From an optimization exercise on the open Yosys and OpenROAD flow, aimed at small area, a short achievable clock period and few clock cycles per item; shortcuts taken in it are not production practice.
In this exercise RTL edits were held to simulation tests only and were not proved equivalent to the original.
Power is estimated from default activity; no workload was simulated.

==> flow/design.v (outline; a module is shown in full before it is edited, if it fits) <==
// module mul_s1: 688 lines
// module mul_s2: 123 lines
// module rf_read: 14 lines
// module P_MIPS: 176 lines
module P_MIPS (
    input         clk,
    input         reset,
    output [31:0] imem_addr,
    input  [31:0] imem_data,
    output [31:0] dmem_addr,
    output [31:0] dmem_wdata,
    output        dmem_we,
    input  [31:0] dmem_rdata
);
  // ...
==> flow/flow/run.sh <==
#!/bin/bash
set -euo pipefail
MARGIN=$(cat flow/margin.txt)
bash standard.sh SETUP_SLACK_MARGIN=$MARGIN finish > flow_make.log 2>&1
==> flow/flow/margin.txt <==
8.1
==> flow/standard.sh <==
#!/bin/bash
# synth_recipe.tcl (not shown) runs the flow's synth.tcl, then flattens the netlist and writes it again
# the make line also repeats each setting of config.mk as NAME=value (left out here)
make -C /OpenROAD-flow-scripts/flow DESIGN_CONFIG=/design/flow/config.mk WORK_HOME=/design/flow/orfs CLKGATE_MAP_FILE= SYNTH_SCRIPT=/design/flow/synth_recipe.tcl "${@:-finish}"
==> flow/config.mk <==
export PLATFORM = sky130hd
export DESIGN_NAME = P_MIPS
export DESIGN_NICKNAME = P_MIPS
export VERILOG_FILES = /design/flow/design.v
export SDC_FILE = /design/flow/constraint.sdc
export NUM_CORES = 4
export LEC_CHECK = 0
export ABC_CLOCK_PERIOD_IN_PS = 3500
export CAP_MARGIN = 20
export CORE_MARGIN = 2
export CORE_UTILIZATION = 45
export CTS_CLUSTER_DIAMETER = 70
export CTS_CLUSTER_SIZE = 30
export SLEW_MARGIN = 20
==> flow/constraint.sdc <==
create_clock -name core_clock -period 12.0 [get_ports {clk}]
set_input_delay 2.4000 -clock core_clock [delete_from_list [all_inputs] [get_ports {clk}]]
set_output_delay 2.4000 -clock core_clock [all_outputs]
set_load 0.01 [all_outputs]
==> summary.txt, run 1 <==
----------------------------------------------------
[Run status]
  Run status ... timing/DRC/antenna clean

[Critical path]
  Crit Path Max Fanout ... 17
  Cell count of the worst reg-to-reg path ... 11
  Stages on worst setup path ... 11
  Critical path's top delay family ... compound AO/OA/AOI/OAI gates
  Reg2Reg Launch Point ... d_ir[18]
  Critical Path Max Stage Delay ... ~0.7 ns
  Most used cell along the critical path ... sky130_fd_sc_hd__buf_4

[Layout]
  Area overhead of the layout relative to synthesis ... 14.8%
  Seq_cells ... around 1400
  Clock Buffer Count ... around 110
  Most frequent cells in the layout ... 1130 x sky130_fd_sc_hd__a22oi_1, 1026 x sky130_fd_sc_hd__edfxtp_1, 587 x sky130_fd_sc_hd__nand2_1
  Final cell area excluding filler cells ... 85000 sq um
  Number of fill cells ... approximately 14000
  Combined flip-flop and latch cell area ... slightly below 40000 sq um
  Largest Register ... rf

[Synthesis]
  Async set-or-reset flop fraction in the synthesized netlist ... ~3.2%
  Synthesis warning total ... 3
  Main combinational cell family by area after synthesis ... compound AO/OA/AOI/OAI gates
  Post-synth EDFFs ... ~1000
  Mean post-synth cell area ... 11.3 sq um
  Most used DFF post-synth ... sky130_fd_sc_hd__edfxtp_1
  Synth Area in Compound Gates ... just under 20%
  Synth Area in Adders ... 7.85%

[Power and ir drop]
  Worst vdd rail ir drop ... around 550 uV
  Switching Fraction ... a little over two fifths
  Clock network power ... between 0.004 and 0.005 W
  Reported net switching power ... just over 0.009 W
  Largest Pwr Group ... combinational cells
  Internal Power ... about 0.012 W

[Floorplanning]
  Tap cells ... roughly 2200
  Die height ... between 400 and 500 um
  Placeable core area ... 163000 sq um

[Route]
  Post-detailed-route wirelength per cell ... 38.4 um
  Remaining DRCs ... 0
  Vias after detailed routing ... 64300
  DRT Pass-1 Iters ... 11

[CTS]
  Cts hold-fix bufs ... 0
  CTS max path bufs ... 3
  CTS tree ... yes
  Register clock-pin slew on the reported worst setup and hold paths ... 0.10 ns

[Timing]
  Final setup violation count ... 0
  RSZ-0062 raised after global routing ... yes

[Global routing]
  Total overflow reported by the global router ... 0
  Initial antenna violation count ... 30

----------------------------------------------------
Testbench counts, summed over its fixed seeds: cycles 124,887, instrs 112,529.
==> module mul_s2, before the edit <==
module mul_s2(input [124:0] r, output [31:0] p);
wire s355 = r[8] ^ r[9];
wire c356 = r[8] & r[9];
wire s357 = r[12] ^ r[13];
wire c358 = r[12] & r[13];
wire s359 = r[15] ^ r[16] ^ r[17];
wire c360 = (r[15] & r[16]) | (r[15] & r[17]) | (r[16] & r[17]);
wire s361 = r[19] ^ r[20] ^ r[21];
wire c362 = (r[19] & r[20]) | (r[19] & r[21]) | (r[20] & r[21]);
wire s363 = r[23] ^ r[24] ^ r[25];
wire c364 = (r[23] & r[24]) | (r[23] & r[25]) | (r[24] & r[25]);
wire s365 = r[27] ^ r[28] ^ r[29];
wire c366 = (r[27] & r[28]) | (r[27] & r[29]) | (r[28] & r[29]);
wire s367 = r[31] ^ r[32] ^ r[33];
wire c368 = (r[31] & r[32]) | (r[31] & r[33]) | (r[32] & r[33]);
wire s369 = r[35] ^ r[36] ^ r[37];
wire c370 = (r[35] & r[36]) | (r[35] & r[37]) | (r[36] & r[37]);
wire s371 = r[39] ^ r[40] ^ r[41];
wire c372 = (r[39] & r[40]) | (r[39] & r[41]) | (r[40] & r[41]);
wire s373 = r[43] ^ r[44] ^ r[45];
wire c374 = (r[43] & r[44]) | (r[43] & r[45]) | (r[44] & r[45]);
wire s375 = r[47] ^ r[48] ^ r[49];
wire c376 = (r[47] & r[48]) | (r[47] & r[49]) | (r[48] & r[49]);
wire s377 = r[51] ^ r[52] ^ r[53];
wire c378 = (r[51] & r[52]) | (r[51] & r[53]) | (r[52] & r[53]);
wire s379 = r[55] ^ r[56] ^ r[57];
wire c380 = (r[55] & r[56]) | (r[55] & r[57]) | (r[56] & r[57]);
wire s381 = r[59] ^ r[60] ^ r[61];
wire c382 = (r[59] & r[60]) | (r[59] & r[61]) | (r[60] & r[61]);
wire s383 = r[63] ^ r[64] ^ r[65];
wire c384 = (r[63] & r[64]) | (r[63] & r[65]) | (r[64] & r[65]);
wire s385 = r[67] ^ r[68] ^ r[69];
wire c386 = (r[67] & r[68]) | (r[67] & r[69]) | (r[68] & r[69]);
wire s387 = r[71] ^ r[72] ^ r[73];
wire c388 = (r[71] & r[72]) | (r[71] & r[73]) | (r[72] & r[73]);
wire s389 = r[75] ^ r[76] ^ r[77];
wire c390 = (r[75] & r[76]) | (r[75] & r[77]) | (r[76] & r[77]);
wire s391 = r[79] ^ r[80] ^ r[81];
wire c392 = (r[79] & r[80]) | (r[79] & r[81]) | (r[80] & r[81]);
wire s393 = r[83] ^ r[84] ^ r[85];
wire c394 = (r[83] & r[84]) | (r[83] & r[85]) | (r[84] & r[85]);
wire s395 = r[87] ^ r[88] ^ r[89];
wire c396 = (r[87] & r[88]) | (r[87] & r[89]) | (r[88] & r[89]);
wire s397 = r[91] ^ r[92] ^ r[93];
wire c398 = (r[91] & r[92]) | (r[91] & r[93]) | (r[92] & r[93]);
wire s399 = r[95] ^ r[96] ^ r[97];
wire c400 = (r[95] & r[96]) | (r[95] & r[97]) | (r[96] & r[97]);
wire s401 = r[99] ^ r[100] ^ r[101];
wire c402 = (r[99] & r[100]) | (r[99] & r[101]) | (r[100] & r[101]);
wire s403 = r[103] ^ r[104] ^ r[105];
wire c404 = (r[103] & r[104]) | (r[103] & r[105]) | (r[104] & r[105]);
wire s405 = r[107] ^ r[108] ^ r[109];
wire c406 = (r[107] & r[108]) | (r[107] & r[109]) | (r[108] & r[109]);
wire s407 = r[111] ^ r[112] ^ r[113];
wire c408 = (r[111] & r[112]) | (r[111] & r[113]) | (r[112] & r[113]);
wire s409 = r[115] ^ r[116] ^ r[117];
wire s411 = r[118] ^ r[119] ^ r[120];
wire s413 = r[121] ^ r[122] ^ r[123];
wire s415 = r[3] ^ r[4];
wire c416 = r[3] & r[4];
wire s417 = r[6] ^ r[7];
wire c418 = r[6] & r[7];
wire s419 = r[10] ^ r[11] ^ s355;
wire c420 = (r[10] & r[11]) | (r[10] & s355) | (r[11] & s355);
wire s421 = r[14] ^ s357 ^ c356;
wire c422 = (r[14] & s357) | (r[14] & c356) | (s357 & c356);
wire s423 = r[18] ^ s359 ^ c358;
wire c424 = (r[18] & s359) | (r[18] & c358) | (s359 & c358);
wire s425 = r[22] ^ s361 ^ c360;
wire c426 = (r[22] & s361) | (r[22] & c360) | (s361 & c360);
wire s427 = r[26] ^ s363 ^ c362;
wire c428 = (r[26] & s363) | (r[26] & c362) | (s363 & c362);
wire s429 = r[30] ^ s365 ^ c364;
wire c430 = (r[30] & s365) | (r[30] & c364) | (s365 & c364);
wire s431 = r[34] ^ s367 ^ c366;
wire c432 = (r[34] & s367) | (r[34] & c366) | (s367 & c366);
wire s433 = r[38] ^ s369 ^ c368;
wire c434 = (r[38] & s369) | (r[38] & c368) | (s369 & c368);
wire s435 = r[42] ^ s371 ^ c370;
wire c436 = (r[42] & s371) | (r[42] & c370) | (s371 & c370);
wire s437 = r[46] ^ s373 ^ c372;
wire c438 = (r[46] & s373) | (r[46] & c372) | (s373 & c372);
wire s439 = r[50] ^ s375 ^ c374;
wire c440 = (r[50] & s375) | (r[50] & c374) | (s375 & c374);
wire s441 = r[54] ^ s377 ^ c376;
wire c442 = (r[54] & s377) | (r[54] & c376) | (s377 & c376);
wire s443 = r[58] ^ s379 ^ c378;
wire c444 = (r[58] & s379) | (r[58] & c378) | (s379 & c378);
wire s445 = r[62] ^ s381 ^ c380;
wire c446 = (r[62] & s381) | (r[62] & c380) | (s381 & c380);
wire s447 = r[66] ^ s383 ^ c382;
wire c448 = (r[66] & s383) | (r[66] & c382) | (s383 & c382);
wire s449 = r[70] ^ s385 ^ c384;
wire c450 = (r[70] & s385) | (r[70] & c384) | (s385 & c384);
wire s451 = r[74] ^ s387 ^ c386;
wire c452 = (r[74] & s387) | (r[74] & c386) | (s387 & c386);
wire s453 = r[78] ^ s389 ^ c388;
wire c454 = (r[78] & s389) | (r[78] & c388) | (s389 & c388);
wire s455 = r[82] ^ s391 ^ c390;
wire c456 = (r[82] & s391) | (r[82] & c390) | (s391 & c390);
wire s457 = r[86] ^ s393 ^ c392;
wire c458 = (r[86] & s393) | (r[86] & c392) | (s393 & c392);
wire s459 = r[90] ^ s395 ^ c394;
wire c460 = (r[90] & s395) | (r[90] & c394) | (s395 & c394);
wire s461 = r[94] ^ s397 ^ c396;
wire c462 = (r[94] & s397) | (r[94] & c396) | (s397 & c396);
wire s463 = r[98] ^ s399 ^ c398;
wire c464 = (r[98] & s399) | (r[98] & c398) | (s399 & c398);
wire s465 = r[102] ^ s401 ^ c400;
wire c466 = (r[102] & s401) | (r[102] & c400) | (s401 & c400);
wire s467 = r[106] ^ s403 ^ c402;
wire c468 = (r[106] & s403) | (r[106] & c402) | (s403 & c402);
wire s469 = r[110] ^ s405 ^ c404;
wire c470 = (r[110] & s405) | (r[110] & c404) | (s405 & c404);
wire s471 = r[114] ^ s407 ^ c406;
wire c472 = (r[114] & s407) | (r[114] & c406) | (s407 & c406);
wire s473 = r[124] ^ s409 ^ s411;
wire s475 = s413 ^ c408;
wire s477 = s473 ^ s475;
wire [31:0] x = {c472, s471, s469, s467, s465, s463, s461, s459, s457, s455, s453, s451, s449, s447, s445, s443, s441, s439, s437, s435, s433, s431, s429, s427, s425, s423, s421, s419, s417, r[5], r[2], r[0]};
wire [31:0] y = {s477, c470, c468, c466, c464, c462, c460, c458, c456, c454, c452, c450, c448, c446, c444, c442, c440, c438, c436, c434, c432, c430, c428, c426, c424, c422, c420, c418, c416, s415, 1'b0, r[1]};
assign p = x + y;
endmodule
==> module P_MIPS, before the edit <==
module P_MIPS (
    input         clk,
    input         reset,
    output [31:0] imem_addr,
    input  [31:0] imem_data,
    output [31:0] dmem_addr,
    output [31:0] dmem_wdata,
    output        dmem_we,
    input  [31:0] dmem_rdata
);
localparam NMR = 125;    
reg  [31:0] pc;
reg         d_valid;
reg  [31:0] d_ir;
reg         d_pred;      
reg         d_cross;     
reg         e_we, e_late, e_load, e_mul, e_store, e_beq, e_pred;
reg  [4:0]  e_dest;
reg  [31:0] e_rsv, e_rtv, e_alt;
reg  [15:0] e_imm;
reg         e_bimm, e_add, e_sub, e_and, e_or, e_slt;
reg         m_we, m_load, m_mul, m_store;
reg  [4:0]  m_dest;
reg  [31:0] m_alu, m_sdata;
reg  [NMR-1:0] m_mr;
reg         w_we;
reg  [4:0]  w_dest;
reg  [31:0] w_val;
reg         rst_q;
reg  [31:0] rf [1:31];
wire [31:0] rf_wd = w_val & {32{rst_q}};
genvar gi;
generate
    for (gi = 1; gi < 32; gi = gi + 1) begin : g_rf
        always @(posedge clk)
            if (!rst_q || (w_we && w_dest == gi))
                rf[gi] <= rf_wd;
    end
endgenerate
always @(posedge clk or negedge reset)
    if (!reset) rst_q <= 1'b0;
    else        rst_q <= 1'b1;
wire [31:0] pc4 = pc + 32'd4;
wire [5:0]  f_op  = imem_data[31:26];
wire [15:0] f_imm = imem_data[15:0];
wire f_is_j   = f_op == 6'h02;
wire f_is_beq = f_op == 6'h04;
wire f_small  = (&f_imm[15:5]) || !(|f_imm[15:5]);
wire f_bt     = f_is_beq && f_small && (f_imm[15] || imem_data[25:21] == imem_data[20:16]);
wire f_taken  = f_is_j || f_bt;
wire [6:0]  f_low  = {1'b0, pc4[7:2]} + {1'b0, f_imm[5:0]};
wire [31:0] f_btgt = {pc4[31:8], f_low[5:0], 2'b00};
wire f_cross = f_low[6] != f_imm[15];
wire [31:0] f_jtgt = {pc4[31:28], imem_data[25:0], 2'b00};
wire [5:0]  op   = d_ir[31:26];
wire [4:0]  rs   = d_ir[25:21];
wire [4:0]  rt   = d_ir[20:16];
wire [4:0]  rd   = d_ir[15:11];
wire [5:0]  fn   = d_ir[5:0];
wire [15:0] imm  = d_ir[15:0];
wire is_r    = op == 6'h00;
wire is_beq  = op == 6'h04;
wire is_addi = op == 6'h08;
wire is_lw   = op == 6'h23;
wire is_sw   = op == 6'h2B;
wire is_mul  = is_r && fn == 6'h1C;
wire [5:0]  pcl_back = pc[7:2] - imm[5:0];
wire [31:0] d_pc4_t = {pc[31:8], pcl_back, 2'b00};    
wire [31:0] br_tgt  = pc + {{14{imm[15]}}, imm, 2'b00};   
wire [31:0] fix_tgt = {pc[31:8] + {{23{imm[15]}}, 1'b1}, pc[7:0]};
wire [4:0] dest  = is_r ? rd : rt;
wire d_wr    = (is_r || is_addi || is_lw) && dest != 5'd0;
wire use_rs  = is_r || is_addi || is_lw || is_sw || is_beq;
wire use_rt  = is_r || is_sw || is_beq;
wire stall = d_valid && e_late &&
             ((use_rs && rs == e_dest) || (use_rt && rt == e_dest));
wire [31:0] opb  = e_bimm ? {{16{e_imm[15]}}, e_imm} : e_rtv;
wire [31:0] opbx = opb ^ {32{e_sub | e_slt}};
wire [32:0] sum  = {1'b0, e_rsv} + {1'b0, opbx} + {32'd0, e_sub | e_slt};
wire [31:0] alu  = ({32{e_add | e_sub}} & sum[31:0]) |
                   ({32{e_and}} & (e_rsv & opb)) |
                   ({32{e_or}}  & (e_rsv | opb)) |
                   {31'd0, e_slt & !sum[32]};
wire e_mispredict = e_beq && ((e_rsv == e_rtv) != e_pred);
wire d_fix = d_valid && is_beq && d_pred && d_cross && !stall;
wire [31:0] pc_other = e_mispredict ? e_alt : d_fix ? fix_tgt : stall ? pc : pc4;
wire f_ok   = !stall && !e_mispredict && !d_fix;
wire f_go_b = f_ok && f_bt;
wire f_go_j = f_ok && f_is_j;
wire [NMR-1:0] mul_r;
mul_s1 u_mul1 (.a(e_rsv), .b(e_rtv), .r(mul_r));
wire [31:0] m_prod;
mul_s2 u_mul2 (.r(m_mr), .p(m_prod));
wire [31:0] m_vnm = m_load ? dmem_rdata : m_alu;    
assign dmem_addr  = m_alu;
assign dmem_wdata = m_sdata;
assign dmem_we    = m_store;
assign imem_addr  = pc;
wire [991:0] rf_flat;
generate
    for (gi = 1; gi < 32; gi = gi + 1) begin : g_rff
        assign rf_flat[(gi-1)*32 +: 32] = rf[gi];
    end
endgenerate
wire [31:0] rs_rf, rt_rf;
rf_read u_rs (.regs(rf_flat), .sel(rs), .q(rs_rf));
rf_read u_rt (.regs(rf_flat), .sel(rt), .q(rt_rf));
wire sa_e = e_we && !e_late && e_dest == rs;
wire sa_m = m_we && m_dest == rs;
wire sa_w = w_we && w_dest == rs;
wire sb_e = e_we && !e_late && e_dest == rt;
wire sb_m = m_we && m_dest == rt;
wire sb_w = w_we && w_dest == rt;
wire sa_p = !sa_e && sa_m && m_mul;
wire sb_p = !sb_e && sb_m && m_mul;
wire [31:0] rs_o = sa_m ? m_vnm : sa_w ? w_val : rs_rf;
wire [31:0] rt_o = sb_m ? m_vnm : sb_w ? w_val : rt_rf;
wire [31:0] rs_v = sa_p ? m_prod : sa_e ? alu : rs_o;
wire [31:0] rt_v = sb_p ? m_prod : sb_e ? alu : rt_o;
always @(posedge clk or negedge reset) begin
    if (!reset) begin
        pc      <= 32'd0;
        d_valid <= 1'b0;
        e_we <= 1'b0; e_late <= 1'b0; e_load <= 1'b0; e_mul <= 1'b0;
        e_store <= 1'b0; e_beq <= 1'b0;
        m_we <= 1'b0; m_load <= 1'b0; m_mul <= 1'b0; m_store <= 1'b0;
        w_we <= 1'b0;
    end else begin
        pc <= ({32{f_go_b}} & f_btgt) | ({32{f_go_j}} & f_jtgt) |
              ({32{!f_go_b && !f_go_j}} & pc_other);
        if (e_mispredict)  d_valid <= 1'b0;
        else if (!stall)   d_valid <= !d_fix;
        if (e_mispredict || stall || !d_valid) begin
            e_we <= 1'b0; e_late <= 1'b0; e_load <= 1'b0; e_mul <= 1'b0;
            e_store <= 1'b0; e_beq <= 1'b0;
        end else begin
            e_we    <= d_wr;
            e_late  <= is_lw || is_mul;
            e_load  <= is_lw;
            e_mul   <= is_mul;
            e_store <= is_sw;
            e_beq   <= is_beq;
        end
        m_we    <= e_we;
        m_load  <= e_load;
        m_mul   <= e_mul;
        m_store <= e_store;
        w_we    <= m_we;
    end
end
always @(posedge clk) begin
    if (!stall) begin
        d_ir   <= imem_data;
        d_pred <= f_taken;
        d_cross <= f_cross;
    end
    e_dest <= dest;
    e_rsv  <= rs_v;
    e_rtv  <= rt_v;
    e_pred <= d_pred;
    e_alt  <= d_pred ? d_pc4_t : br_tgt;
    e_imm  <= imm;
    e_bimm <= is_addi || is_lw || is_sw;
    e_add  <= is_addi || is_lw || is_sw || (is_r && fn == 6'h20);
    e_sub  <= is_r && fn == 6'h22;
    e_and  <= is_r && fn == 6'h24;
    e_or   <= is_r && fn == 6'h25;
    e_slt  <= is_r && fn == 6'h2A;
    m_dest  <= e_dest;
    m_alu   <= alu;
    m_sdata <= e_rtv;
    m_mr    <= mul_r;
    w_dest  <= m_dest;
    w_val   <= m_mul ? m_prod : m_vnm;
end
endmodule
==> inputs of run 2 (changes only) <==
--- a/flow/design.v
+++ b/flow/design.v
@@ -1,9 +1,9 @@
-module mul_s1(input [31:0] a, input [31:0] b, output [124:0] r);
+module mul_s1(input [31:0] a, input [31:0] b, output [107:0] r);
 wire bm0 = 1'b0, b00 = b[0], b10 = b[1];
 wire one0 = b00 ^ bm0;
 wire two0 = (b10 & ~b00 & ~bm0) | (~b10 & b00 & bm0);
 wire neg0 = b10 & ~(b00 & bm0);
 wire p0_0 = ((one0 & a[0]) | (two0 & 1'b0)) ^ neg0;
 wire p0_1 = ((one0 & a[1]) | (two0 & a[0])) ^ neg0;
 wire p0_2 = ((one0 & a[2]) | (two0 & a[1])) ^ neg0;
 wire p0_3 = ((one0 & a[3]) | (two0 & a[2])) ^ neg0;
@@ -673,141 +673,141 @@
 wire s339 = c226 ^ c228 ^ c230;
 wire c340 = (c226 & c228) | (c226 & c230) | (c228 & c230);
 wire s341 = s237 ^ s239 ^ s241;
 wire c342 = (s237 & s239) | (s237 & s241) | (s239 & s241);
 wire s343 = c232 ^ c234 ^ c236;
 wire c344 = (c232 & c234) | (c232 & c236) | (c234 & c236);
 wire s345 = s243 ^ s245 ^ s247;
 wire s347 = c238 ^ c240 ^ c242;
-wire x349 = p0_31 ^ p1_29 ^ p2_27;
-wire x350 = p3_25 ^ p4_23 ^ p5_21;
-wire x351 = p6_19 ^ p7_17 ^ p8_15;
-wire x352 = p9_13 ^ p10_11 ^ p11_9;
-wire x353 = p12_7 ^ p13_5 ^ p14_3;
-wire x354 = p15_1;
-assign r = {x354, x353, x352, x351, x350, x349, c344, c342, s347, s345, c340, c338, s343, s341, c336, c334, s339, s337, c332, c330, s335, s333, c328, c326, s331, s329, c324, c322, s327, s325, c320, c318, s323, s321, c316, c314, s319, s317, c312, c310, s315, s313, c308, c306, s311, s309, c304, c302, s307, s305, c300, c298, s303, s301, c296, c294, s299, s297, c292, c290, s295, s293, c288, c286, s291, s289, c284, c282, s287, s285, c280, c278, s283, s281, c276, c274, s279, s277, c272, c270, s275, s273, c268, c266, s271, s269, c264, c262, s267, s265, c260, c258, s263, s261, c256, c254, s259, s257, c252, s255, s253, neg4, c250, s251, p3_1, p2_3, s249, neg3, p3_0, p2_2, p2_1, p1_3, p0_5, neg2, p2_0, p1_2, p0_4, p1_1, p0_3, neg1, p1_0, p0_2, p0_1, neg0, p0_0};
+wire s349 = p0_4 ^ p1_2;
+wire c350 = p0_4 & p1_2;
+wire s351 = p0_5 ^ p1_3;
+wire c352 = p0_5 & p1_3;
+wire s353 = p2_2 ^ p3_0 ^ neg3;
+wire c354 = (p2_2 & p3_0) | (p2_2 & neg3) | (p3_0 & neg3);
+wire s355 = p2_3 ^ p3_1 ^ s251;
+wire c356 = (p2_3 & p3_1) | (p2_3 & s251) | (p3_1 & s251);
+wire s357 = neg4 ^ s253 ^ s255;
+wire c358 = (neg4 & s253) | (neg4 & s255) | (s253 & s255);
+wire s359 = s257 ^ s259 ^ c254;
+wire c360 = (s257 & s259) | (s257 & c254) | (s259 & c254);
+wire s361 = s261 ^ s263 ^ c258;
+wire c362 = (s261 & s263) | (s261 & c258) | (s263 & c258);
+wire s363 = s265 ^ s267 ^ c262;
+wire c364 = (s265 & s267) | (s265 & c262) | (s267 & c262);
+wire s365 = s269 ^ s271 ^ c266;
+wire c366 = (s269 & s271) | (s269 & c266) | (s271 & c266);
+wire s367 = s273 ^ s275 ^ c270;
+wire c368 = (s273 & s275) | (s273 & c270) | (s275 & c270);
+wire s369 = s277 ^ s279 ^ c274;
+wire c370 = (s277 & s279) | (s277 & c274) | (s279 & c274);
+wire s371 = s281 ^ s283 ^ c278;
+wire c372 = (s281 & s283) | (s281 & c278) | (s283 & c278);
+wire s373 = s285 ^ s287 ^ c282;
+wire c374 = (s285 & s287) | (s285 & c282) | (s287 & c282);
+wire s375 = s289 ^ s291 ^ c286;
+wire c376 = (s289 & s291) | (s289 & c286) | (s291 & c286);
+wire s377 = s293 ^ s295 ^ c290;
+wire c378 = (s293 & s295) | (s293 & c290) | (s295 & c290);
+wire s379 = s297 ^ s299 ^ c294;
+wire c380 = (s297 & s299) | (s297 & c294) | (s299 & c294);
+wire s381 = s301 ^ s303 ^ c298;
+wire c382 = (s301 & s303) | (s301 & c298) | (s303 & c298);
+wire s383 = s305 ^ s307 ^ c302;
+wire c384 = (s305 & s307) | (s305 & c302) | (s307 & c302);
+wire s385 = s309 ^ s311 ^ c306;
+wire c386 = (s309 & s311) | (s309 & c306) | (s311 & c306);
+wire x387 = p0_31 ^ p1_29 ^ p2_27;
+wire x388 = p3_25 ^ p4_23 ^ p5_21;
+wire x389 = p6_19 ^ p7_17 ^ p8_15;
+wire x390 = p9_13 ^ p10_11 ^ p11_9;
+wire x391 = p12_7 ^ p13_5 ^ p14_3;
+wire x392 = p15_1;
+assign r = {x392, x391, x390, x389, x388, x387, c344, c342, s347, s345, c340, c338, s343, s341, c336, c334, s339, s337, c332, c330, s335, s333, c328, c326, s331, s329, c324, c322, s327, s325, c320, c318, s323, s321, c316, c314, s319, s317, c386, c312, c310, s315, s313, c384, s385, c308, c382, s383, c304, c380, s381, c300, c378, s379, c296, c376, s377, c292, c374, s375, c288, c372, s373, c284, c370, s371, c280, c368, s369, c276, c366, s367, c272, c364, s365, c268, c362, s363, c264, c360, s361, c260, c358, s359, c256, c356, s357, c252, c354, s355, c250, c352, s353, s249, c350, s351, p2_1, s349, neg2, p2_0, p1_1, p0_3, neg1, p1_0, p0_2, p0_1, neg0, p0_0};
 endmodule
-module mul_s2(input [124:0] r, output [31:0] p);
-wire s355 = r[8] ^ r[9];
-wire c356 = r[8] & r[9];
-wire s357 = r[12] ^ r[13];
-wire c358 = r[12] & r[13];
-wire s359 = r[15] ^ r[16] ^ r[17];
-wire c360 = (r[15] & r[16]) | (r[15] & r[17]) | (r[16] & r[17]);
-wire s361 = r[19] ^ r[20] ^ r[21];
-wire c362 = (r[19] & r[20]) | (r[19] & r[21]) | (r[20] & r[21]);
-wire s363 = r[23] ^ r[24] ^ r[25];
-wire c364 = (r[23] & r[24]) | (r[23] & r[25]) | (r[24] & r[25]);
-wire s365 = r[27] ^ r[28] ^ r[29];
-wire c366 = (r[27] & r[28]) | (r[27] & r[29]) | (r[28] & r[29]);
-wire s367 = r[31] ^ r[32] ^ r[33];
-wire c368 = (r[31] & r[32]) | (r[31] & r[33]) | (r[32] & r[33]);
-wire s369 = r[35] ^ r[36] ^ r[37];
-wire c370 = (r[35] & r[36]) | (r[35] & r[37]) | (r[36] & r[37]);
-wire s371 = r[39] ^ r[40] ^ r[41];
-wire c372 = (r[39] & r[40]) | (r[39] & r[41]) | (r[40] & r[41]);
-wire s373 = r[43] ^ r[44] ^ r[45];
-wire c374 = (r[43] & r[44]) | (r[43] & r[45]) | (r[44] & r[45]);
-wire s375 = r[47] ^ r[48] ^ r[49];
-wire c376 = (r[47] & r[48]) | (r[47] & r[49]) | (r[48] & r[49]);
-wire s377 = r[51] ^ r[52] ^ r[53];
-wire c378 = (r[51] & r[52]) | (r[51] & r[53]) | (r[52] & r[53]);
-wire s379 = r[55] ^ r[56] ^ r[57];
-wire c380 = (r[55] & r[56]) | (r[55] & r[57]) | (r[56] & r[57]);
-wire s381 = r[59] ^ r[60] ^ r[61];
-wire c382 = (r[59] & r[60]) | (r[59] & r[61]) | (r[60] & r[61]);
-wire s383 = r[63] ^ r[64] ^ r[65];
-wire c384 = (r[63] & r[64]) | (r[63] & r[65]) | (r[64] & r[65]);
-wire s385 = r[67] ^ r[68] ^ r[69];
-wire c386 = (r[67] & r[68]) | (r[67] & r[69]) | (r[68] & r[69]);
-wire s387 = r[71] ^ r[72] ^ r[73];
-wire c388 = (r[71] & r[72]) | (r[71] & r[73]) | (r[72] & r[73]);
-wire s389 = r[75] ^ r[76] ^ r[77];
-wire c390 = (r[75] & r[76]) | (r[75] & r[77]) | (r[76] & r[77]);
-wire s391 = r[79] ^ r[80] ^ r[81];
-wire c392 = (r[79] & r[80]) | (r[79] & r[81]) | (r[80] & r[81]);
-wire s393 = r[83] ^ r[84] ^ r[85];
-wire c394 = (r[83] & r[84]) | (r[83] & r[85]) | (r[84] & r[85]);
-wire s395 = r[87] ^ r[88] ^ r[89];
-wire c396 = (r[87] & r[88]) | (r[87] & r[89]) | (r[88] & r[89]);
-wire s397 = r[91] ^ r[92] ^ r[93];
-wire c398 = (r[91] & r[92]) | (r[91] & r[93]) | (r[92] & r[93]);
-wire s399 = r[95] ^ r[96] ^ r[97];
-wire c400 = (r[95] & r[96]) | (r[95] & r[97]) | (r[96] & r[97]);
-wire s401 = r[99] ^ r[100] ^ r[101];
-wire c402 = (r[99] & r[100]) | (r[99] & r[101]) | (r[100] & r[101]);
-wire s403 = r[103] ^ r[104] ^ r[105];
-wire c404 = (r[103] & r[104]) | (r[103] & r[105]) | (r[104] & r[105]);
-wire s405 = r[107] ^ r[108] ^ r[109];
-wire c406 = (r[107] & r[108]) | (r[107] & r[109]) | (r[108] & r[109]);
-wire s407 = r[111] ^ r[112] ^ r[113];
-wire c408 = (r[111] & r[112]) | (r[111] & r[113]) | (r[112] & r[113]);
-wire s409 = r[115] ^ r[116] ^ r[117];
-wire s411 = r[118] ^ r[119] ^ r[120];
-wire s413 = r[121] ^ r[122] ^ r[123];
+module mul_s2(input [107:0] r, output [31:0] p);
+wire s393 = r[65] ^ r[66] ^ r[67];
+wire c394 = (r[65] & r[66]) | (r[65] & r[67]) | (r[66] & r[67]);
+wire s395 = r[70] ^ r[71] ^ r[72];
+wire c396 = (r[70] & r[71]) | (r[70] & r[72]) | (r[71] & r[72]);
+wire s397 = r[74] ^ r[75] ^ r[76];
+wire c398 = (r[74] & r[75]) | (r[74] & r[76]) | (r[75] & r[76]);
+wire s399 = r[78] ^ r[79] ^ r[80];
+wire c400 = (r[78] & r[79]) | (r[78] & r[80]) | (r[79] & r[80]);
+wire s401 = r[82] ^ r[83] ^ r[84];
+wire c402 = (r[82] & r[83]) | (r[82] & r[84]) | (r[83] & r[84]);
+wire s403 = r[86] ^ r[87] ^ r[88];
+wire c404 = (r[86] & r[87]) | (r[86] & r[88]) | (r[87] & r[88]);
+wire s405 = r[90] ^ r[91] ^ r[92];
+wire c406 = (r[90] & r[91]) | (r[90] & r[92]) | (r[91] & r[92]);
+wire s407 = r[94] ^ r[95] ^ r[96];
+wire c408 = (r[94] & r[95]) | (r[94] & r[96]) | (r[95] & r[96]);
+wire s409 = r[98] ^ r[99] ^ r[100];
+wire s411 = r[101] ^ r[102] ^ r[103];
+wire s413 = r[104] ^ r[105] ^ r[106];
 wire s415 = r[3] ^ r[4];
 wire c416 = r[3] & r[4];
 wire s417 = r[6] ^ r[7];
 wire c418 = r[6] & r[7];
-wire s419 = r[10] ^ r[11] ^ s355;
-wire c420 = (r[10] & r[11]) | (r[10] & s355) | (r[11] & s355);
-wire s421 = r[14] ^ s357 ^ c356;
-wire c422 = (r[14] & s357) | (r[14] & c356) | (s357 & c356);
-wire s423 = r[18] ^ s359 ^ c358;
-wire c424 = (r[18] & s359) | (r[18] & c358) | (s359 & c358);
-wire s425 = r[22] ^ s361 ^ c360;
-wire c426 = (r[22] & s361) | (r[22] & c360) | (s361 & c360);
-wire s427 = r[26] ^ s363 ^ c362;
-wire c428 = (r[26] & s363) | (r[26] & c362) | (s363 & c362);
-wire s429 = r[30] ^ s365 ^ c364;
-wire c430 = (r[30] & s365) | (r[30] & c364) | (s365 & c364);
-wire s431 = r[34] ^ s367 ^ c366;
-wire c432 = (r[34] & s367) | (r[34] & c366) | (s367 & c366);
-wire s433 = r[38] ^ s369 ^ c368;
-wire c434 = (r[38] & s369) | (r[38] & c368) | (s369 & c368);
-wire s435 = r[42] ^ s371 ^ c370;
-wire c436 = (r[42] & s371) | (r[42] & c370) | (s371 & c370);
-wire s437 = r[46] ^ s373 ^ c372;
-wire c438 = (r[46] & s373) | (r[46] & c372) | (s373 & c372);
-wire s439 = r[50] ^ s375 ^ c374;
-wire c440 = (r[50] & s375) | (r[50] & c374) | (s375 & c374);
-wire s441 = r[54] ^ s377 ^ c376;
-wire c442 = (r[54] & s377) | (r[54] & c376) | (s377 & c376);
-wire s443 = r[58] ^ s379 ^ c378;
-wire c444 = (r[58] & s379) | (r[58] & c378) | (s379 & c378);
-wire s445 = r[62] ^ s381 ^ c380;
-wire c446 = (r[62] & s381) | (r[62] & c380) | (s381 & c380);
-wire s447 = r[66] ^ s383 ^ c382;
-wire c448 = (r[66] & s383) | (r[66] & c382) | (s383 & c382);
-wire s449 = r[70] ^ s385 ^ c384;
-wire c450 = (r[70] & s385) | (r[70] & c384) | (s385 & c384);
-wire s451 = r[74] ^ s387 ^ c386;
-wire c452 = (r[74] & s387) | (r[74] & c386) | (s387 & c386);
-wire s453 = r[78] ^ s389 ^ c388;
-wire c454 = (r[78] & s389) | (r[78] & c388) | (s389 & c388);
-wire s455 = r[82] ^ s391 ^ c390;
-wire c456 = (r[82] & s391) | (r[82] & c390) | (s391 & c390);
-wire s457 = r[86] ^ s393 ^ c392;
-wire c458 = (r[86] & s393) | (r[86] & c392) | (s393 & c392);
-wire s459 = r[90] ^ s395 ^ c394;
-wire c460 = (r[90] & s395) | (r[90] & c394) | (s395 & c394);
-wire s461 = r[94] ^ s397 ^ c396;
-wire c462 = (r[94] & s397) | (r[94] & c396) | (s397 & c396);
-wire s463 = r[98] ^ s399 ^ c398;
-wire c464 = (r[98] & s399) | (r[98] & c398) | (s399 & c398);
-wire s465 = r[102] ^ s401 ^ c400;
-wire c466 = (r[102] & s401) | (r[102] & c400) | (s401 & c400);
-wire s467 = r[106] ^ s403 ^ c402;
-wire c468 = (r[106] & s403) | (r[106] & c402) | (s403 & c402);
-wire s469 = r[110] ^ s405 ^ c404;
-wire c470 = (r[110] & s405) | (r[110] & c404) | (s405 & c404);
-wire s471 = r[114] ^ s407 ^ c406;
-wire c472 = (r[114] & s407) | (r[114] & c406) | (s407 & c406);
-wire s473 = r[124] ^ s409 ^ s411;
+wire s419 = r[8] ^ r[9] ^ r[10];
+wire c420 = (r[8] & r[9]) | (r[8] & r[10]) | (r[9] & r[10]);
+wire s421 = r[11] ^ r[12] ^ r[13];
+wire c422 = (r[11] & r[12]) | (r[11] & r[13]) | (r[12] & r[13]);
+wire s423 = r[14] ^ r[15] ^ r[16];
+wire c424 = (r[14] & r[15]) | (r[14] & r[16]) | (r[15] & r[16]);
+wire s425 = r[17] ^ r[18] ^ r[19];
+wire c426 = (r[17] & r[18]) | (r[17] & r[19]) | (r[18] & r[19]);
+wire s427 = r[20] ^ r[21] ^ r[22];
+wire c428 = (r[20] & r[21]) | (r[20] & r[22]) | (r[21] & r[22]);
+wire s429 = r[23] ^ r[24] ^ r[25];
+wire c430 = (r[23] & r[24]) | (r[23] & r[25]) | (r[24] & r[25]);
+wire s431 = r[26] ^ r[27] ^ r[28];
+wire c432 = (r[26] & r[27]) | (r[26] & r[28]) | (r[27] & r[28]);
+wire s433 = r[29] ^ r[30] ^ r[31];
+wire c434 = (r[29] & r[30]) | (r[29] & r[31]) | (r[30] & r[31]);
+wire s435 = r[32] ^ r[33] ^ r[34];
+wire c436 = (r[32] & r[33]) | (r[32] & r[34]) | (r[33] & r[34]);
+wire s437 = r[35] ^ r[36] ^ r[37];
+wire c438 = (r[35] & r[36]) | (r[35] & r[37]) | (r[36] & r[37]);
+wire s439 = r[38] ^ r[39] ^ r[40];
+wire c440 = (r[38] & r[39]) | (r[38] & r[40]) | (r[39] & r[40]);
+wire s441 = r[41] ^ r[42] ^ r[43];
+wire c442 = (r[41] & r[42]) | (r[41] & r[43]) | (r[42] & r[43]);
+wire s443 = r[44] ^ r[45] ^ r[46];
+wire c444 = (r[44] & r[45]) | (r[44] & r[46]) | (r[45] & r[46]);
+wire s445 = r[47] ^ r[48] ^ r[49];
+wire c446 = (r[47] & r[48]) | (r[47] & r[49]) | (r[48] & r[49]);
+wire s447 = r[50] ^ r[51] ^ r[52];
+wire c448 = (r[50] & r[51]) | (r[50] & r[52]) | (r[51] & r[52]);
+wire s449 = r[53] ^ r[54] ^ r[55];
+wire c450 = (r[53] & r[54]) | (r[53] & r[55]) | (r[54] & r[55]);
+wire s451 = r[56] ^ r[57] ^ r[58];
+wire c452 = (r[56] & r[57]) | (r[56] & r[58]) | (r[57] & r[58]);
+wire s453 = r[59] ^ r[60] ^ r[61];
+wire c454 = (r[59] & r[60]) | (r[59] & r[61]) | (r[60] & r[61]);
+wire s455 = r[62] ^ r[63] ^ r[64];
+wire c456 = (r[62] & r[63]) | (r[62] & r[64]) | (r[63] & r[64]);
+wire s457 = r[68] ^ r[69] ^ s393;
+wire c458 = (r[68] & r[69]) | (r[68] & s393) | (r[69] & s393);
+wire s459 = r[73] ^ s395 ^ c394;
+wire c460 = (r[73] & s395) | (r[73] & c394) | (s395 & c394);
+wire s461 = r[77] ^ s397 ^ c396;
+wire c462 = (r[77] & s397) | (r[77] & c396) | (s397 & c396);
+wire s463 = r[81] ^ s399 ^ c398;
+wire c464 = (r[81] & s399) | (r[81] & c398) | (s399 & c398);
+wire s465 = r[85] ^ s401 ^ c400;
+wire c466 = (r[85] & s401) | (r[85] & c400) | (s401 & c400);
+wire s467 = r[89] ^ s403 ^ c402;
+wire c468 = (r[89] & s403) | (r[89] & c402) | (s403 & c402);
+wire s469 = r[93] ^ s405 ^ c404;
+wire c470 = (r[93] & s405) | (r[93] & c404) | (s405 & c404);
+wire s471 = r[97] ^ s407 ^ c406;
+wire c472 = (r[97] & s407) | (r[97] & c406) | (s407 & c406);
+wire s473 = r[107] ^ s409 ^ s411;
 wire s475 = s413 ^ c408;
 wire s477 = s473 ^ s475;
 wire [31:0] x = {c472, s471, s469, s467, s465, s463, s461, s459, s457, s455, s453, s451, s449, s447, s445, s443, s441, s439, s437, s435, s433, s431, s429, s427, s425, s423, s421, s419, s417, r[5], r[2], r[0]};
 wire [31:0] y = {s477, c470, c468, c466, c464, c462, c460, c458, c456, c454, c452, c450, c448, c446, c444, c442, c440, c438, c436, c434, c432, c430, c428, c426, c424, c422, c420, c418, c416, s415, 1'b0, r[1]};
 assign p = x + y;
 endmodule
 module rf_read (
     input  [991:0] regs,     
@@ -828,17 +828,17 @@
     input         reset,
     output [31:0] imem_addr,
     input  [31:0] imem_data,
     output [31:0] dmem_addr,
     output [31:0] dmem_wdata,
     output        dmem_we,
     input  [31:0] dmem_rdata
 );
-localparam NMR = 125;    
+localparam NMR = 108;    
 reg  [31:0] pc;
 reg         d_valid;
 reg  [31:0] d_ir;
 reg         d_pred;      
 reg         d_cross;     
 reg         e_we, e_late, e_load, e_mul, e_store, e_beq, e_pred;
 reg  [4:0]  e_dest;
 reg  [31:0] e_rsv, e_rtv, e_alt;
==> run 2 against run 1 <==
Compared with the run above:
- flip-flop and latch count down 17
- largest cell class unchanged
- synthesized cell count shrank 0.24%
- critical path depth stayed put
- final cell count down 0.21%
- worst setup slack got worse by 0.028 ns
- highest routed layer unchanged
- sequential power fell by 2%
- fmax shrank 0.69%
- still clean
- largest power group unchanged
- register-to-register slack lost 0.03 ns
==> summary.txt, run 2 <==
----------------------------------------------------
[Critical path]
  Sequence of cells on the critical path ... or3b_2, nor2_4, buf_6, a22oi_1, nand4_1, nor3_1, a31oi_1, nor2_1, a21oi_1, o22ai_1, nor2_1
  Reg2Reg Launch Point ... d_ir[24]
  Required arrival time at the worst endpoint ... between 10 and 15 ns
  Critical Path End Type ... register
  Most used cell along the critical path ... sky130_fd_sc_hd__nor2_1
  Cell count of the worst reg-to-reg path ... 11 (unchanged)
  Worst Path Arrival ... between 4 and 5 ns
  Kind of start point of the critical path ... register
  Setup crit end ... e_rsv[16]
  Terminus of the critical flop-to-flop path ... e_rsv[16]
  Crit Path Max Fanout ... 23 (+6)
  Critical Path Max Stage Delay ... 0.73 ns (+0.05 ns)
  Beginning of the critical path ... d_ir[24]
  Cell type of the slowest stage on the worst timing path ... sky130_fd_sc_hd__a31oi_1
  CP Class ... reg -> reg
  Register-to-register setup slack ... 7.91 ns

[Timing]
  Slew Limit Headroom ... around a fifth
  Final setup violation count ... 0 (unchanged)
  Final hold viol count ... 0
  Accumulated negative setup slack ... 0 ns
  Final Cycle Share ... about a third
  RSZ-0062 raised after global routing ... yes
  Transition time at the pin with the least slew margin ... 1.19 ns
  Worst hold slack ... 0.350 ns
  Worst clock skew ... roughly 0.057 ns
  Shortest period the worst path allows ... 4.09 ns
  Fmax ... between 200 and 250 MHz
  Slew Viols, Final ... 0

[Power and ir drop]
  Worst vdd rail ir drop ... 378 uV (-32%)
  Internal Power ... 0.0109 W (-8.8%)
  Reported net switching power ... 0.00813 W (-11%)
  Clk pwr share ... between 20% and 30%
  Power density relative to cell area ... 226 nW/um^2
  Portion of total power attributed to sequential cells ... between 30 and 40%
  Logic pwr share ... a little under half
  Switching Fraction ... 42.7% (-0.52 points)
  Leakage component of the power ... 31.6 nW

[Layout]
  Total area of multi-input combinational cells ... 33800 sq um
  Fraction of final layout cells sized beyond drive strength 1 ... between 10% and 20%
  Number of fill cells ... 14300 (+1.1%)
  Number of flip-flops in the largest register ... slightly below 1000
  Post-route insts no fill ... slightly below 9000
  Most common library cell in the layout ignoring fill and taps ... sky130_fd_sc_hd__a22oi_1
  Most frequent cells in the layout ... 1128 x sky130_fd_sc_hd__a22oi_1, 1026 x sky130_fd_sc_hd__edfxtp_1, 555 x sky130_fd_sc_hd__nand2_1
  Area overhead of the layout relative to synthesis ... 14.3%
  Combined flip-flop and latch cell area ... 38800 sq um (-0.89%)
  Largest Register ... rf
  Number of nets at the end of the flow ... 7033
  Registers with the most flip-flops ... rf (992), m_mr (108)

[Floorplanning]
  Die height ... 408 um (-0.33%)
  Effective utilization at floorplan ... between 40 and 50%
  Die W ... 408 um
  Die footprint ... 167000 sq um
  # IOs ... approximately 160
  Placeable core area ... 163000 sq um (-0.34%)
  Row Count ... 148

[Placement]
  Final estimated routing congestion in global placement ... 0.970
  Cell count after placement ... between 8000 and 9000
  Quantity of I/O buffers inserted on ports ... approximately 160
  Placed wire-length estimate ... 191000 um

[Job]
  Max-cap violations ... 0

[Synthesis]
  Mean post-synth cell area ... 11.3 sq um (-0.42%)
  Cell type with the highest aggregate area in the netlist ... sky130_fd_sc_hd__edfxtp_1
  Sequential cell area fraction in the yosys report ... 52.5%
  Top cells by area, synth ... sky130_fd_sc_hd__edfxtp_1 42%, sky130_fd_sc_hd__a22oi_1 12%, sky130_fd_sc_hd__dfxtp_1 9.2%
  Post-synth top area share ... 41.8%
  Most used DFF post-synth ... sky130_fd_sc_hd__edfxtp_1
  Most common cell in the synthesized netlist ... sky130_fd_sc_hd__a22oi_1
  Top post-synthesis cells by count ... 1128 x sky130_fd_sc_hd__a22oi_1, 1026 x sky130_fd_sc_hd__edfxtp_1, 561 x sky130_fd_sc_hd__nand2_1
  Cell count after synthesis ... ~6500
  Post-Syn Nets ... between 6000 and 7000
  Number of distinct library cell variants in the gate-level netlist after synthesis ... 90
  Synthesis warning total ... 3 (unchanged)
  Async set-or-reset flop fraction in the synthesized netlist ... 3.20% (+0.038 points)
  Yosys reg bits ... 1408
  Area of the mapped netlist ... 73600 sq um
  Post-synth EDFFs ... 1026 (unchanged)

[CTS]
  Total number of H-tree levels ... 3
  Clock Root Buffer ... sky130_fd_sc_hd__clkbuf_16
  CTS max path bufs ... 3 (unchanged)
  Cts hold-fix bufs ... 0 (unchanged)
  TritonCTS buffer count ... 106
  CTS sink count ... around 1400
  Register clock-pin slew on the reported worst setup and hold paths ... 0.09 ns (about the same)
  CTS tree ... yes
  Clock latency of the later-clocked register in the worst-skew pair ... about 0.81 ns

[Run status]
  Run status ... timing/DRC/antenna clean

[Global routing]
  Vias in the first global route ... 61000
  Global-route wire length before repair ... about 470000 um
  Largest net degree at the start of global routing ... 70
  Initial antenna violation count ... 30 (unchanged)
  Total track usage ... between 30% and 40%
  Total overflow reported by the global router ... 0 (unchanged)

[Route]
  DRT Pass-1 Iters ... 12 (+1)
  Number of DRC markers in iteration 0 ... 13600
  Vias after detailed routing ... 64000 (-0.40%)
  Remaining DRCs ... 0 (unchanged)
  Number of routed nets with antenna violations ... 0
  Total length of routed wires ... between 300000 and 400000 um
  Routed via count divided by cell count ... 7.20
  Post-detailed-route wirelength per cell ... 38.5 um (+0.42%)

[Hold path]
  Type of the tightest min-delay check ... reg -> reg

----------------------------------------------------
## run 2: changes by cell type after synthesis, moves of 14 or more
cell / delta
sky130_fd_sc_hd__a21o_1: -14
sky130_fd_sc_hd__buf_1: +19
sky130_fd_sc_hd__dfxtp_1: -17
sky130_fd_sc_hd__inv_1: +17
sky130_fd_sc_hd__nand2_1: -32
sky130_fd_sc_hd__nor2_1: +36
sky130_fd_sc_hd__o211ai_1: -16
sky130_fd_sc_hd__xnor2_1: -25
sky130_fd_sc_hd__xor2_1: +20
## run 2: what timing repair did
action | CTS | global route
gates cloned | 0 | 6
setup buffers | 72 | 35
setup endpoints to repair | 239 | 120
pin swaps | 33 | 21
resized for setup | 324 | 114
## run 2: worst max-delay path, delay by kind of cell (launching register included)
| kind | cells | cell delay (ns) |
|---|---|---|
| simple gates | 6 | 1.76 |
| compound gates | 4 | 1.18 |
| buf+inv | 1 | 0.50 |
| flops | 1 | 0.54 |
## run 2: how the worst min path moves through the flow
stage	slack [ns]	to	depth (start not counted)	from
after global routing	0.35	m_mul	0	e_mul
final	0.35	m_mul	0	e_mul
after floorplan	0.33	m_load	0	e_load
after detailed placement	0.34	m_mul	0	e_mul
after global placement	0.33	m_mul	0	e_mul
after CTS	0.35	m_mul	0	e_mul
## run 2: kinds of logic after synthesis
group	after synthesis	share of synthesized area [%]
multiplexers	87	1.25
adder cells (fa/ha/maj)	348	7.87
buffers and inverters	687	3.63
flip-flops	1408	52.5
other	1	0.00509
AO/OA/AOI/OAI	2021	19.6
XOR/XNOR	492	5.85
AND/OR/NAND/NOR	1473	9.30
## run 2: power by group through the flow
stage          clock network, W  registers [W]  logic, W
2_1_floorplan                 0        0.00617   0.00486
3_3_place_gp                  0        0.00635   0.00771
3_5_place_dp                  0        0.00635   0.00778
4_1_cts                 0.00401        0.00619   0.00826
5_1_grt                 0.00419        0.00624   0.00953
6_report                0.00402        0.00621   0.00882
## run 2: area by class of cell
| cell class | count | share of cell area [%] |
|---|---|---|
| tap | 2175 | 3.23 |
| antenna | 13 | 0.0387 |
| clock buffer | 115 | 3.29 |
| inverter | 211 | 0.946 |
| sequential | 1408 | 46.1 |
| multi-input combinational | 4423 | 40.1 |
| clock inverter | 83 | 1.32 |
| timing repair buffer | 469 | 4.90 |
## run 2: stage by stage
step	power, W	worst slack, ns	area (sq um)	util [%]
3_3_place_gp	0.0141	6.33	78500	48.3
6_report	0.0190	7.91	84100	51.7
4_1_cts	0.0185	8.08	83300	51.3
2_1_floorplan	0.0110	7.92	73700	-
5_1_grt	0.0200	7.98	84100	51.7
3_5_place_dp	0.0141	6.27	78500	48.3
## run 2: routing by layer
| metal | GRT usage (%) | share of wire, % | wire length, um | vias to the layer above |
|---|---|---|---|---|
| met1 | 50.4 | 35 | 119000 | 31000 |
| met3 | 15.3 | 17 | 56600 | 1623 |
| li1 | - | - | - | 25000 |
| met5 | 0.316 | 0.082 | 281 | - |
| met4 | 27.1 | 8.7 | 29800 | 32 |
| met2 | 55.3 | 40 | 137000 | 6403 |
Testbench counts of run 2, summed over its fixed seeds: cycles 124,887, instrs 112,529.
==> inputs of run 3 (changes only) <==
==> flow/flow/margin.txt (replaced) <==
8.3
==> run 3 against run 2 <==
Compared with the run above:
- register-to-register slack better by 0.26 ns
- fmax is 4.8% higher
- power is 0.86% higher
- still clean on timing, DRC and antenna
- via count is 0.52% higher
- highest routed layer unchanged
- synthesized cell count stayed put
- clock power is 3% lower
- global-route usage is 0.23 points lower
- clock skew is 0.0048 ns higher
- combinational power is 3.1% higher
- flip-flop and latch count stayed put
- critical endpoint is now pc[13]
- wire length is 0.36% lower
==> summary.txt, run 3 <==
----------------------------------------------------
[Timing]
  Final Cycle Share ... 32.5% (-1.6 points)
  Accumulated negative setup slack ... 0 ns (unchanged)
  Slew Limit Headroom ... 16.0% (-4.6 points)
  Worst clock skew ... 0.0620 ns (+0.00478 ns)
  Shortest period the worst path allows ... 3.90 ns (-0.187 ns)
  RSZ-0062 raised after global routing ... yes
  Final setup violation count ... 0 (unchanged)
  Fmax ... 256 MHz (+4.8%)
  Transition time at the pin with the least slew margin ... 1.25 ns (+0.0563 ns)
  Slew Viols, Final ... 0 (unchanged)
  Final hold viol count ... 0 (unchanged)

[Route]
  Remaining DRCs ... 0 (unchanged)
  Total length of routed wires ... 342000 um (-0.36%)
  DRT Pass-1 Iters ... 13 (+1)
  Post-detailed-route wirelength per cell ... 38.1 um (-1.0%)
  Number of routed nets with antenna violations ... 0 (unchanged)
  Routed via count divided by cell count ... 7.19 (-0.16%)
  Vias after detailed routing ... 64400 (+0.52%)
  Number of DRC markers in iteration 0 ... 13400 (-2.0%)

[Synthesis]
  Synthesis warning total ... 3 (unchanged)
  Cell type with the highest aggregate area in the netlist ... sky130_fd_sc_hd__edfxtp_1
  Top post-synthesis cells by count ... 1128 x sky130_fd_sc_hd__a22oi_1, 1026 x sky130_fd_sc_hd__edfxtp_1, 561 x sky130_fd_sc_hd__nand2_1
  Post-Syn Nets ... 6931 (unchanged)
  Most common cell in the synthesized netlist ... sky130_fd_sc_hd__a22oi_1
  Post-synth top area share ... 41.8% (unchanged)
  Most used DFF post-synth ... sky130_fd_sc_hd__edfxtp_1
  Number of distinct library cell variants in the gate-level netlist after synthesis ... 90 (unchanged)
  Yosys reg bits ... 1408 (unchanged)
  Post-synth EDFFs ... 1026 (unchanged)
  Async set-or-reset flop fraction in the synthesized netlist ... 3.20% (unchanged)
  Area of the mapped netlist ... 73600 sq um (unchanged)
  Cell count after synthesis ... 6517 (unchanged)
  Mean post-synth cell area ... 11.3 sq um (unchanged)
  Sequential cell area fraction in the yosys report ... 52.5% (unchanged)
  Top cells by area, synth ... sky130_fd_sc_hd__edfxtp_1 42%, sky130_fd_sc_hd__a22oi_1 12%, sky130_fd_sc_hd__dfxtp_1 9.2%

[Critical path]
  CP Class ... in -> reg
  Worst Path Arrival ... 4.57 ns (-0.23 ns)
  Cell type of the slowest stage on the worst timing path ... sky130_fd_sc_hd__a2111o_1
  Kind of start point of the critical path ... input pin
  Crit Path Max Fanout ... 7 (-70%)
  Critical Path Max Stage Delay ... 0.38 ns (-0.35 ns)
  Critical Path End Type ... register
  Sequence of cells on the critical path ... buf_4, xnor2_2, nand4_1, o21ai_2, nand3b_1, a21boi_4, buf_6, a31oi_4, nor2_1, a211o_1, a21boi_1, a2111o_1
  Required arrival time at the worst endpoint ... 12.66 ns (-0.05 ns)

[Global routing]
  Total track usage ... 39.3% (-0.23 points)
  Global-route wire length before repair ... 464000 um (-0.59%)
  Vias in the first global route ... 60900 (-0.041%)
  Total overflow reported by the global router ... 0 (unchanged)
  Initial antenna violation count ... 20 (-33%)
  Largest net degree at the start of global routing ... 59 (-16%)

[Placement]
  Quantity of I/O buffers inserted on ports ... 162 (unchanged)
  Placed standard-cell area ... 78400 sq um (about the same)
  Final estimated routing congestion in global placement ... 0.967 (-0.26%)
  Placed wire-length estimate ... 190000 um (-0.37%)

[Layout]
  Most frequent cells in the layout ... 1118 x sky130_fd_sc_hd__a22oi_1, 1026 x sky130_fd_sc_hd__edfxtp_1, 555 x sky130_fd_sc_hd__nand2_1
  Registers with the most flip-flops ... rf (992), m_mr (108)
  Final cell area excluding filler cells ... 85400 sq um (+1.5%)
  Fraction of final layout cells sized beyond drive strength 1 ... 16.6% (+3.8 points)
  Most common library cell in the layout ignoring fill and taps ... sky130_fd_sc_hd__a22oi_1
  Number of flip-flops in the largest register ... 992 (unchanged)
  Largest Register ... rf
  Number of nets at the end of the flow ... 7099 (+0.94%)
  Area overhead of the layout relative to synthesis ... 16.0%

[Floorplanning]
  Die W ... 408 um (unchanged)
  Placeable core area ... 163000 sq um (unchanged)
  Die height ... 408 um (unchanged)
  # IOs ... 163 (unchanged)
  Effective utilization at floorplan ... 45.3% (unchanged)
  Die footprint ... 167000 sq um (unchanged)
  Row Count ... 148 (unchanged)

[CTS]
  Cts hold-fix bufs ... 0 (unchanged)
  Register clock-pin slew on the reported worst setup and hold paths ... 0.08 ns (about the same)
  CTS max path bufs ... 3 (unchanged)
  CTS tree ... yes
  CTS sink count ... 1408 (unchanged)
  TritonCTS buffer count ... 101 (-4.7%)
  Total number of H-tree levels ... 3 (unchanged)
  Clock Root Buffer ... sky130_fd_sc_hd__clkbuf_16
  Clock latency of the later-clocked register in the worst-skew pair ... 0.79 ns (-0.02 ns)

[Job]
  Max-cap violations ... 0 (unchanged)

[Power and ir drop]
  Internal Power ... 0.0110 W (+0.67%)
  Logic pwr share ... 47.3% (+1.0 points)
  Clk pwr share ... 20.3% (-0.8 points)
  Switching Fraction ... 42.8% (+0.11 points)
  Worst vdd rail ir drop ... 409 uV (+8.3%)
  Portion of total power attributed to sequential cells ... 32.3% (-0.3 points)
  Total Power Consumption ... 0.0192 W (+0.86%)
  Reported net switching power ... 0.00822 W (+1.1%)
  Power density relative to cell area ... 225 nW/um^2 (-0.63%)
  Leakage component of the power ... 32.0 nW (+1.5%)

[Hold path]
  Type of the tightest min-delay check ... reg -> reg

[Run status]
  Run status ... timing/DRC/antenna clean

----------------------------------------------------
run 3: cells by family after synthesis:
| logic type | count (synthesis) | share of synthesized area (%) |
|---|---|---|
| flip-flops | 1408 | 52.5 |
| buffers and inverters | 687 | 3.63 |
| adder cells (fa/ha/maj) | 348 | 7.87 |
| multiplexers | 87 | 1.25 |
| other | 1 | 0.00509 |
| XOR/XNOR | 492 | 5.85 |
| AO/OA/AOI/OAI | 2021 | 19.6 |
| AND/OR/NAND/NOR | 1473 | 9.30 |
run 3: timing repair:
action                                  in CTS  in global routing
resized for setup                          796                189
cloned                                       8                  4
endpoints found under the setup margin     285                164
pin swaps                                   72                 61
setup buffers                              116                 68
run 3: per-layer routing:
metal | track usage, % | vias up | share of wire [%]
met4 | 26.7 | 24 | 8.9
met1 | 49.9 | 31300 | 34
met3 | 15.6 | 1538 | 17
met2 | 55.0 | 6343 | 40
met5 | 0.144 | - | 0.048
li1 | - | 25100 | -
run 3: path summary, 6_finish.rpt:
path / startpoint / end / slack [ns] / cells after the start
min in group asynchronous: reset / m_store / 1.73 / 2
max in group asynchronous: reset / pc[25] / 9.68 / 2
max: imem_data[18] / pc[13] / 8.10 / 12
max reg2reg: d_ir[19] / e_rtv[17] / 8.17 / 11
min reg2reg: e_load / m_load / 0.35 / 0
min: e_load / m_load / 0.35 / 0
run 3: power by group through the flow:
stage                     Combinational (W)  Clock [W]  Sequential (W)
after floorplan                     0.00486          0         0.00617
after global placement              0.00767          0         0.00634
after detailed placement            0.00775          0         0.00635
after CTS                           0.00845    0.00390         0.00619
after global routing                0.00974    0.00407         0.00625
final                               0.00909    0.00391         0.00621
run 3: worst max-delay path, delay by kind of cell:
kind | cells | cell delay, ns
AO/OA/AOI/OAI | 6 | 1.14
XOR/XNOR | 1 | 0.13
buffers and inverters | 2 | 0.30
AND/OR/NAND/NOR | 3 | 0.60
run 3: area by class of cell:
type	count	area, sq um
fill	14200	77200
inverter	211	803
antenna	8	20.0
clock buffer	104	2560
tap	2175	2720
sequential	1408	38900
multi-input combinational	4424	34400
clock inverter	88	1200
timing repair buffer	539	4860
run 3: metrics by stage:
| step | util [%] | setup slack (ns) | std cells | hold WS, ns |
|---|---|---|---|---|
| floorplan | - | 7.92 | 6517 | 0.331 |
| global placement | 48.2 | 6.29 | 8561 | 0.335 |
| detailed placement | 48.2 | 6.29 | 8561 | 0.335 |
| CTS | 51.6 | 8.21 | 8877 | 0.352 |
| global route | 52.5 | 8.08 | 8949 | 0.358 |
| finish | 52.5 | 8.10 | 8957 | 0.352 |

static timing again, ports no longer ideal:
Ports are ideal in the flow. The routed layouts listed here were re-timed in OpenROAD. Step 1 assumes that a clkbuf_16 drives the clock port and a buf_2 every other input. Step 2 times the ports against the registers' clock, not the clock port: input delays grow and output delays shrink by t, the midpoint of the rising clock arrivals with the driver on. Slacks: ideal / step 1 / step 2; pairs: ideal / step 1.
run	t, ns	setup slack, ns	worst data-port slew with drivers (ns)	pins driven straight from the clock port
run 1	0.857	7.938 / 7.938 / 7.352	0.16	1
run 2	0.863	7.910 / 7.910 / 7.214	0.15	1
run 3	0.870	8.096 / 8.131 / 7.292	0.17	1
After both steps setup and hold are still met in every run listed. For run 3, which loses most, drivers alone change the setup slack by +0.035 ns; drivers and shift together by -0.804 ns.
